Background: an optimization exercise with open tools, aiming at small area and a short achievable clock period. Do not read the settings as production practice.
Function was checked by simulation only, so behaviour that the tests miss may differ from the original.

## multiply_accumulate
module multiply_accumulate(
  clk,
  aresetn,
  reset,
  data,
  multi,
  result,
  overflow
);
export LEC_CHECK = 0
export CAP_MARGIN = 20
export CORE_MARGIN = 2
export CORE_UTILIZATION = 65
export CTS_BUF_LIST = sky130_fd_sc_hd__clkbuf_8
export CTS_CLUSTER_DIAMETER = 60
export CTS_CLUSTER_SIZE = 15
export SETUP_SLACK_MARGIN = 2.2
export SLEW_MARGIN = 20
export TNS_END_PERCENT = 0
create_clock -name core_clock -period 4.5 [get_ports {clk}]
standard.sh (not shown) runs the stock make flow with config.mk's settings and CLKGATE_MAP_FILE= SYNTH_SCRIPT=/design/flow/synth_recipe.tcl, a recipe that flattens the netlist after the stock synthesis.
==> flow/flow/run.sh <==
#!/bin/bash
# The standard layout (standard.sh), with these changes to how it is made:
# - synthesis runs flow/synth.tcl: the standard flow's synthesis script, with ABC mapping
#   the logic for delay (flow/abc_delay.script);
# - Yosys does not map full/half adders to the library's fa/ha cells
#   (ADDER_MAP_FILE empty), so ABC maps that logic too;
# - port buffers are sky130_fd_sc_hd__buf_1, the smallest buffer.
export MY_FLOW_DIR=$PWD/flow
bash standard.sh "SYNTH_SCRIPT=$PWD/flow/synth.tcl" "ADDER_MAP_FILE=" \
  "BUFFER_PORTS_ARGS=-buffer_cell sky130_fd_sc_hd__buf_1" finish > standard.log 2>&1
==> flow/flow/abc_delay.script <==
&get -n
&st
&dch
&nf -D 1500
&put
buffer -c
topo
stime -c
upsize -c -D 1500
dnsize -c -D 1500
==> flow/flow/synth.tcl <==
# The standard flow's synthesis script (synth_recipe.tcl, which runs ORFS's synth.tcl) with
# one change: ABC maps the combinational logic with flow/abc_delay.script, a
# delay-driven script, instead of ORFS's abc_speed.script.  Registers are
# mapped before ABC runs and are not changed by it.
proc abc {args} {
  set i [lsearch -exact $args -script]
  if {$i >= 0} {
    set args [lreplace $args [expr {$i + 1}] [expr {$i + 1}] $::env(MY_FLOW_DIR)/abc_delay.script]
  }
  puts "flow/synth.tcl: abc $args"
  yosys abc {*}$args
}
source $::env(MY_FLOW_DIR)/../synth_recipe.tcl
==> next run, changes <==
CORE_UTILIZATION = 70   (was 65)
Result: The changed run went through all stages and came out clean. Clock-buffer cell count rose by 2. Final area increases by 0.30%. Synthesized cell count does not change. Sequential share of layout area shrinks by 0.20 points. First-iteration DRC count went up by 46%. Maximum frequency drops by 2.2%. Wire length rose by 7.5%.
==> next run, changes <==
CORE_UTILIZATION = 65   (was 70)
SETUP_SLACK_MARGIN = 2.5   (was 2.2)
Count of clock-buffer cells in the layout came out lower by 2.
Non-clock buffer count came out lower by 9.
Design area came out lower by 0.87%.
==> next run, changes <==
CORE_UTILIZATION = 60   (was 65)
=>
- The changed run finished with timing, DRC and antenna clean
- critical path depth is unchanged
- utilization falls by 5.9 points
- clock skew rises by 4.9 ps
- routed wire length falls by a few percent
- sequential share of layout area falls by 0.13 points


Another version of the RTL of multiply_accumulate (not shown whole).
For scale: roughly 630 flip-flops, ~22,000 um2 of cells after synthesis.
clock: 4.5 ns
lec_check: 0
cap_margin: 20
core_margin: 2
core_utilization: 65
cts_buf_list: sky130_fd_sc_hd__clkbuf_8
cts_cluster_diameter: 35
cts_cluster_size: 25
setup_slack_margin: 2.2
slew_margin: 20
tns_end_percent: 0
==> flow/flow/run.sh <==
#!/bin/bash
export BUFFER_PORTS_ARGS="-buffer_cell sky130_fd_sc_hd__buf_1"
bash standard.sh > standard.log 2>&1
The baseline ran to the end with no violations.
Then changed:
==> flow/run.sh (new file) <==
#!/bin/bash
# synth_recipe.tcl (not shown) runs the flow's synth.tcl, then flattens the netlist and writes it again
# the make line also repeats each setting of config.mk as NAME=value (left out here)
make -C /OpenROAD-flow-scripts/flow DESIGN_CONFIG=/design/flow/config.mk WORK_HOME=/design/flow/orfs CLKGATE_MAP_FILE= SYNTH_SCRIPT=/design/flow/synth_recipe.tcl finish
Settings changed: CTS_CLUSTER_DIAMETER 35 to 60, CTS_CLUSTER_SIZE 25 to 15, SETUP_SLACK_MARGIN 2.2 to 2.3, TNS_END_PERCENT 0 to not set.
removed: flow/flow/run.sh
removed: flow/standard.sh
After rerunning: Area after synthesis does not change; register-to-register slack got worse by 0.09 ns; hold slack improved by 0.011 ns; wire length goes up by about a fifth; setup slack got worse by 0.088 ns; global-route usage goes up by 1.5 points.
Then changed:
Settings changed: SETUP_SLACK_MARGIN 2.3 to 2.5, TNS_END_PERCENT set to 0.
The new run completed with no timing, DRC or antenna violations.
Non-clock buffer count came out lower by 135.
Global-route usage decreases by 2.3 points.
Wire length falls by about 15%.
Hold slack improves by 0.063 ns.
Final area falls by 8.7%.
Synthesized area does not change.
Utilization shrinks by 7.0 points.
First-iteration DRC count decreases by 30%.
Final cell count falls by about 5.3%.
Die area does not change.
Then changed:
Settings changed: CORE_UTILIZATION 65 to 40, CTS_BUF_LIST sky130_fd_sc_hd__clkbuf_8 to not set, CTS_CLUSTER_DIAMETER 60 to not set, CTS_CLUSTER_SIZE 15 to not set, SETUP_SLACK_MARGIN 2.5 to 2.0, TNS_END_PERCENT 0 to not set.
Result: The new run went through all stages and came out clean. Routed wire length goes up by 10%. Via count goes up by 2.0%. Area after synthesis is unchanged. Die area goes up by 61%. First-iteration DRC count goes up by 14%. Cell area goes up by 11%. Global-route usage goes down by 7.4 points. Maximum frequency goes up by 2.3%.
Then changed:
Settings changed: CORE_UTILIZATION 40 to 65, CTS_BUF_LIST set to sky130_fd_sc_hd__clkbuf_8, CTS_CLUSTER_DIAMETER set to 60, CTS_CLUSTER_SIZE set to 15.
Outcome: Worst setup slack loses 0.055 ns; utilization went up by 27 points; count of clock-buffer cells in the layout went down by 37; via count went up by 2.0%; cell area went down by about 5%; non-clock buffer count went up by 2; synthesized cell count stays the same; final cell count went down by 11%; hold slack gains 0.037 ns.


== v15 ==
multiply_accumulate with an RTL version that a note above also has.
For scale: roughly 1900 cells after synthesis.
clock: 4.5 ns
lec_check: 0
cap_margin: 20
core_margin: 2
core_utilization: 65
cts_buf_list: sky130_fd_sc_hd__clkbuf_8
cts_cluster_diameter: 60
cts_cluster_size: 15
setup_slack_margin: 3.0
slew_margin: 20
tns_end_percent: 0
==> flow/flow/run.sh <==
#!/bin/bash
# The standard layout (standard.sh), with these changes to how it is made:
# - synthesis runs flow/synth.tcl: the standard flow's synthesis script, with ABC mapping
#   the logic for delay (flow/abc_delay.script);
# - Yosys does not map full/half adders to the library's fa/ha cells
#   (ADDER_MAP_FILE empty), so ABC maps that logic too;
# - port buffers are sky130_fd_sc_hd__buf_1, the smallest buffer.
export MY_FLOW_DIR=$PWD/flow
bash standard.sh "SYNTH_SCRIPT=$PWD/flow/synth.tcl" "ADDER_MAP_FILE=" \
  "BUFFER_PORTS_ARGS=-buffer_cell sky130_fd_sc_hd__buf_1" finish > standard.log 2>&1
Scripts as last shown in full above: flow/flow/abc_delay.script, flow/flow/synth.tcl
The final layout from v15, which completed every stage, passed the timing, design-rule and antenna checks at the end of the flow.
#### Input delta (v49 over v15)
- SETUP_SLACK_MARGIN now 2.5, was 3.0
- CORE_UTILIZATION now 50, was 65
### Flow results
Every stage of the flow completed for v49, and the final layout passed the timing, design-rule and antenna checks. v15 went all the way through synthesis, placement and routing and the layout is clean on timing, DRC and antenna. v15 has lower non-clock buffer count than v49. Summary: first-pass GRT wire length, v49 better than v15. v49 vs. v15: worst slack after detailed placement went down by 0.058 ns. v49 vs v15, global routing usage summed across all routing layers went down by 5.1 points. The worst-case headroom to the max-slew limit of v49 falls short of that of v15 by 0.55 points. In terms of routed wire length, v15 and v49 differ only marginally. Count of clock buffers in the final design ends up higher on v49. Compared with v15, v49 shows a maximum frequency that is about 2.6% higher. Against v15, final critical-path required period in v49 came out better. v49 vs v15: total instance count after detailed placement up by a few percent.
Input changes introduced in v36 (baseline for comparison: v49):
- a change of CORE_UTILIZATION from 50 to 55
### Flow results
v36 | status: complete | timing, DRC, antenna: pass
v36 and v49 ended up with nearly the same arrival time of data at the critical path endpoint.
Compared with v49, in v36 utilization now sits higher; number of vias per cell now sits higher; non-clock buffer count now sits lower.
Changes observed in v36 relative to v49: clock edge transition at the registers on the reported setup and hold paths did not really move; post-route cell area went down.


RTL: one of the versions met above, not the one the previous note started from.
Size: about 630 flip-flops, roughly 68 I/O pins, ~22,000 um2 of cells after synthesis.
==> flow/design.v (excerpt) <==
module multiply_accumulate(
  clk,
  aresetn,
  reset,
  data,
  multi,
  result,
  overflow
);
==> flow/config.mk <==
export PLATFORM = sky130hd
export DESIGN_NAME = multiply_accumulate
export DESIGN_NICKNAME = multiply_accumulate
export VERILOG_FILES = /design/flow/design.v
export SDC_FILE = /design/flow/constraint.sdc
export NUM_CORES = 4
export LEC_CHECK = 0
export CAP_MARGIN = 20
export CORE_MARGIN = 2
export CORE_UTILIZATION = 60
export CTS_BUF_LIST = sky130_fd_sc_hd__clkbuf_4 sky130_fd_sc_hd__clkbuf_8
export SETUP_SLACK_MARGIN = 1.7
export SLEW_MARGIN = 20
==> flow/constraint.sdc <==
create_clock -name core_clock -period 4.5 [get_ports {clk}]
set_input_delay 0.9000 -clock core_clock [delete_from_list [all_inputs] [get_ports {clk}]]
set_output_delay 0.9000 -clock core_clock [all_outputs]
set_load 0.01 [all_outputs]
run.sh (not shown) runs the stock make flow with config.mk's settings and CLKGATE_MAP_FILE= SYNTH_SCRIPT=/design/flow/synth_recipe.tcl, a recipe that flattens the netlist after the stock synthesis.
Stock flow here: none of the scripts above is used.
The baseline produced a clean layout.
Edit:
==> flow/flow/run.sh (new file) <==
#!/bin/bash
bash standard.sh MATCH_CELL_FOOTPRINT=0 "BUFFER_PORTS_ARGS=-buffer_cell sky130_fd_sc_hd__buf_1" finish > standard.log 2>&1
==> flow/standard.sh (new file) <==
#!/bin/bash
# synth_recipe.tcl (not shown) runs the flow's synth.tcl, then flattens the netlist and writes it again
# the make line also repeats each setting of config.mk as NAME=value (left out here)
make -C /OpenROAD-flow-scripts/flow DESIGN_CONFIG=/design/flow/config.mk WORK_HOME=/design/flow/orfs CLKGATE_MAP_FILE= SYNTH_SCRIPT=/design/flow/synth_recipe.tcl "${@:-finish}"
CORE_UTILIZATION = 65   (was 60)
CTS_BUF_LIST = sky130_fd_sc_hd__clkbuf_8   (was sky130_fd_sc_hd__clkbuf_4 sky130_fd_sc_hd__clkbuf_8)
CTS_CLUSTER_DIAMETER = 60   (was unset)
CTS_CLUSTER_SIZE = 15   (was unset)
SETUP_SLACK_MARGIN = 2.2   (was 1.7)
TNS_END_PERCENT = 5   (was unset)
removed: flow/run.sh
Effect:
- worst setup slack improves by 0.12 ns
- sequential share of layout area goes up by 0.91 points
- critical path depth increases by 1
- global-route usage grows by 1.2 points
- final area came out lower slightly
Edit:
==> flow/run.sh (new file) <==
#!/bin/bash
# synth_recipe.tcl (not shown) runs the flow's synth.tcl, then flattens the netlist and writes it again
# the make line also repeats each setting of config.mk as NAME=value (left out here)
make -C /OpenROAD-flow-scripts/flow DESIGN_CONFIG=/design/flow/config.mk WORK_HOME=/design/flow/orfs CLKGATE_MAP_FILE= SYNTH_SCRIPT=/design/flow/synth_recipe.tcl finish
ABC_AREA = 1   (was unset)
SETUP_SLACK_MARGIN = 2.0   (was 2.2)
TNS_END_PERCENT = unset   (was 5)
removed: flow/flow/run.sh
removed: flow/standard.sh
Outcome:
- critical path depth decreases by 1
- non-clock buffer count decreases by 16
- hold slack improves by 0.031 ns
- area after synthesis increases by about 2.4%
- synthesized cell count increases by about 22%
- core utilization increases by 0.75 points
- design area increases by about 4%
Edit:
ABC_AREA = unset   (was 1)
TNS_END_PERCENT = 1   (was unset)
After rerunning: Clock-buffer cell count is unchanged. Core utilization came out lower by 2.0 points. Routed wire length came out lower by 23%. Area after synthesis came out lower by 2.4%. Register-to-register slack gets better by 0.06 ns. Cell area came out lower by 5.3%. Global-route usage came out lower by 5.9 points. Final cell count came out lower by 18%. Worst setup slack gets better by 0.059 ns. Die area came out lower by 2.3%.


Setup of main:
multiply_accumulate again, from the RTL that the note above started with.
==> flow/config.mk <==
export PLATFORM = sky130hd
export DESIGN_NAME = multiply_accumulate
export DESIGN_NICKNAME = multiply_accumulate
export VERILOG_FILES = /design/flow/design.v
export SDC_FILE = /design/flow/constraint.sdc
export NUM_CORES = 4
export LEC_CHECK = 0
export CAP_MARGIN = 20
export CORE_MARGIN = 2
export CORE_UTILIZATION = 65
export CTS_BUF_LIST = sky130_fd_sc_hd__clkbuf_8
export CTS_CLUSTER_DIAMETER = 60
export CTS_CLUSTER_SIZE = 15
export SETUP_SLACK_MARGIN = 2.2
export SLEW_MARGIN = 20
export TNS_END_PERCENT = 0
==> flow/constraint.sdc <==
create_clock -name core_clock -period 4.5 [get_ports {clk}]
set_input_delay 0.9000 -clock core_clock [delete_from_list [all_inputs] [get_ports {clk}]]
set_output_delay 0.9000 -clock core_clock [all_outputs]
set_load 0.01 [all_outputs]
Stock flow here: none of the scripts above is used.
diff inputs: main => the feature branch
# main
export LEC_CHECK = 0
export CAP_MARGIN = 20
export CORE_MARGIN = 2
export CORE_UTILIZATION = 65
export CTS_BUF_LIST = sky130_fd_sc_hd__clkbuf_8
export CTS_CLUSTER_DIAMETER = 60
export CTS_CLUSTER_SIZE = 15
export SETUP_SLACK_MARGIN = 2.2
export SLEW_MARGIN = 20
export TNS_END_PERCENT = 0
create_clock -name core_clock -period 4.5 [get_ports {clk}]
# the feature branch
export LEC_CHECK = 0
export CAP_MARGIN = 20
export CORE_MARGIN = 2
export CORE_UTILIZATION = 70
export CTS_BUF_LIST = sky130_fd_sc_hd__clkbuf_8
export CTS_CLUSTER_DIAMETER = 60
export CTS_CLUSTER_SIZE = 15
export SETUP_SLACK_MARGIN = 2.2
export SLEW_MARGIN = 20
export TNS_END_PERCENT = 0
create_clock -name core_clock -period 4.5 [get_ports {clk}]
==> flow/flow/run.sh (new file) <==
#!/bin/bash
export BUFFER_PORTS_ARGS="-buffer_cell sky130_fd_sc_hd__buf_1"
bash standard.sh > standard.log 2>&1
==> flow/standard.sh (new file) <==
#!/bin/bash
# synth_recipe.tcl (not shown) runs the flow's synth.tcl, then flattens the netlist and writes it again
# the make line also repeats each setting of config.mk as NAME=value (left out here)
make -C /OpenROAD-flow-scripts/flow DESIGN_CONFIG=/design/flow/config.mk WORK_HOME=/design/flow/orfs CLKGATE_MAP_FILE= SYNTH_SCRIPT=/design/flow/synth_recipe.tcl "${@:-finish}"
removed: flow/run.sh
--- outcome ---
Diff main..the feature branch | post-route worst hold slack | negligible
Post-DP HPWL sits higher in the feature branch than in main.
main → the feature branch: total via count in the routed design higher; sequential area share after synthesis roughly the same; logic depth of the worst path, buffers included higher.
Compared with main, in the feature branch multi-input gate count now sits at about the same level, worst setup slack -0.027 ns, layout net count increased by 16 relative to the old numbers.


Setup of lane 4:
Starting RTL as in the previous note.
export LEC_CHECK = 0
export CAP_MARGIN = 20
export CORE_MARGIN = 2
export CORE_UTILIZATION = 65
export CTS_BUF_LIST = sky130_fd_sc_hd__clkbuf_8
export CTS_CLUSTER_DIAMETER = 60
export CTS_CLUSTER_SIZE = 15
export PLACE_DENSITY = 0.75
export SETUP_SLACK_MARGIN = 2.2
export SLEW_MARGIN = 20
export TNS_END_PERCENT = 0
create_clock -name core_clock -period 4.5 [get_ports {clk}]
standard.sh (not shown) runs the stock make flow with config.mk's settings and CLKGATE_MAP_FILE= SYNTH_SCRIPT=/design/flow/synth_recipe.tcl, a recipe that flattens the netlist after the stock synthesis.
==> flow/flow/run.sh <==
#!/bin/bash
export BUFFER_PORTS_ARGS="-buffer_cell sky130_fd_sc_hd__buf_1"
bash standard.sh > standard.log 2>&1
Lane 4 was carried through to the last stage, and its layout satisfied the timing, design-rule and antenna checks.
The inputs of lane 1 differ from those of lane 4 as listed below.
Settings: SETUP_SLACK_MARGIN now 2.5, was 2.2; PLACE_DENSITY no longer set, was 0.75.
==> flow/flow/run.sh <==
#!/bin/bash
# The standard layout (standard.sh), with these changes to how it is made:
# - synthesis runs flow/synth.tcl: the standard flow's synthesis script, with ABC mapping
#   the logic for delay (flow/abc_delay.script);
# - Yosys does not map full/half adders to the library's fa/ha cells
#   (ADDER_MAP_FILE empty), so ABC maps that logic too;
# - timing repair may resize cells to a different footprint;
# - port buffers are sky130_fd_sc_hd__buf_1, the smallest buffer.
export MY_FLOW_DIR=$PWD/flow
bash standard.sh "SYNTH_SCRIPT=$PWD/flow/synth.tcl" "ADDER_MAP_FILE=" "MATCH_CELL_FOOTPRINT=0" \
  "BUFFER_PORTS_ARGS=-buffer_cell sky130_fd_sc_hd__buf_1" finish > standard.log 2>&1
==> flow/flow/abc_delay.script (new file) <==
&get -n
&st
&dch
&nf -D 1500
&put
buffer -c
topo
stime -c
upsize -c -D 1500
dnsize -c -D 1500
==> flow/flow/synth.tcl (new file) <==
# The standard flow's synthesis script (synth_recipe.tcl, which runs ORFS's synth.tcl) with
# one change: ABC maps the combinational logic with flow/abc_delay.script, a
# delay-driven script, instead of ORFS's abc_speed.script.  Registers are
# mapped before ABC runs and are not changed by it.
proc abc {args} {
  set i [lsearch -exact $args -script]
  if {$i >= 0} {
    set args [lreplace $args [expr {$i + 1}] [expr {$i + 1}] $::env(MY_FLOW_DIR)/abc_delay.script]
  }
  puts "flow/synth.tcl: abc $args"
  yosys abc {*}$args
}
source $::env(MY_FLOW_DIR)/../synth_recipe.tcl
Findings:
Both conditions hold for lane 1: the flow ran to the end and the final layout passed the timing, design-rule and antenna checks. Cmp lane 1 vs lane 4: number of signal-net inverters in the final layout lower in lane 1. Count of inserted tapcells is higher on lane 1.

==> separate check: timing with driven ports <==
How much do the figures lean on ideal ports? The routed layouts below were timed once more, with nothing changed but the port constraints. Step 1: set_driving_cell puts a clkbuf_16 on clk and a buf_2 on each other input, an assumption about the parent block. Step 2, shift: input delay + t, output delay - t, t = (earliest + latest rising clock arrival at the registers) / 2. This alone moves slack from input paths to output paths. Three values: no drivers, after step 1, after step 2; two values: the first two.
| run | shift t [ns] | setup WS [ns] | hold slack, ns | worst slew at a driven data input, ns | pins driven straight from the clock port |
|---|---|---|---|---|---|
| the first run of note 1 | 0.653 | 2.045 / 2.045 / 2.045 | 0.277 / 0.249 / 0.321 | 0.04 | 1 |
| the second run of note 1 | 0.645 | 1.990 / 1.990 / 1.990 | 0.316 / 0.316 / 0.316 | 0.03 | 1 |
| the third run of note 1 | 0.645 | 2.055 / 2.055 / 2.055 | 0.278 / 0.256 / 0.321 | 0.04 | 1 |
| the fourth run of note 1 | 0.656 | 2.069 / 2.069 / 2.069 | 0.320 / 0.320 / 0.320 | 0.04 | 1 |
| the first run of note 2 | 0.691 | 1.844 / 1.844 / 1.798 | 0.241 / 0.216 / 0.274 | 0.03 | 1 |
| the second run of note 2 | 0.663 | 1.756 / 1.756 / 1.756 | 0.253 / 0.226 / 0.298 | 0.04 | 1 |
| the third run of note 2 | 0.679 | 1.846 / 1.833 / 1.709 | 0.315 / 0.288 / 0.320 | 0.05 | 1 |
| the fourth run of note 2 | 0.656 | 1.907 / 1.907 / 1.752 | 0.276 / 0.276 / 0.276 | 0.04 | 1 |
| the fifth run of note 2 | 0.676 | 1.852 / 1.852 / 1.634 | 0.313 / 0.286 / 0.319 | 0.03 | 1 |
| v15 | 0.645 | 2.055 / 2.055 / 2.055 | 0.278 / 0.256 / 0.321 | 0.04 | 1 |
| v49 | 0.670 | 2.116 / 2.116 / 2.116 | 0.272 / 0.246 / 0.309 | 0.03 | 1 |
| v36 | 0.662 | 2.119 / 2.119 / 2.119 | 0.292 / 0.266 / 0.323 | 0.04 | 1 |
| the first run of note 4 | 0.688 | 1.739 / 1.739 / 1.611 | 0.311 / 0.311 / 0.311 | 0.03 | 1 |
| the second run of note 4 | 0.669 | 1.857 / 1.857 / 1.857 | 0.273 / 0.246 / 0.310 | 0.04 | 1 |
| the third run of note 4 | 0.684 | 1.818 / 1.818 / 1.685 | 0.304 / 0.292 / 0.304 | 0.04 | 1 |
| the fourth run of note 4 | 0.661 | 1.877 / 1.877 / 1.678 | 0.309 / 0.294 / 0.309 | 0.04 | 1 |
| main | 0.679 | 1.846 / 1.833 / 1.709 | 0.315 / 0.288 / 0.320 | 0.05 | 1 |
| the feature branch | 0.647 | 1.819 / 1.819 / 1.819 | 0.317 / 0.317 / 0.317 | 0.03 | 1 |
| lane 4 | 0.667 | 1.852 / 1.852 / 1.852 | 0.309 / 0.309 / 0.309 | 0.03 | 1 |
| lane 1 | 0.702 | 1.931 / 1.931 / 1.931 | 0.313 / 0.285 / 0.314 | 0.03 | 1 |
After both steps setup and hold are still met in every run listed. For the fifth run of note 2, which loses most, drivers alone change the setup slack by 0.000 ns; drivers and shift together by -0.218 ns.
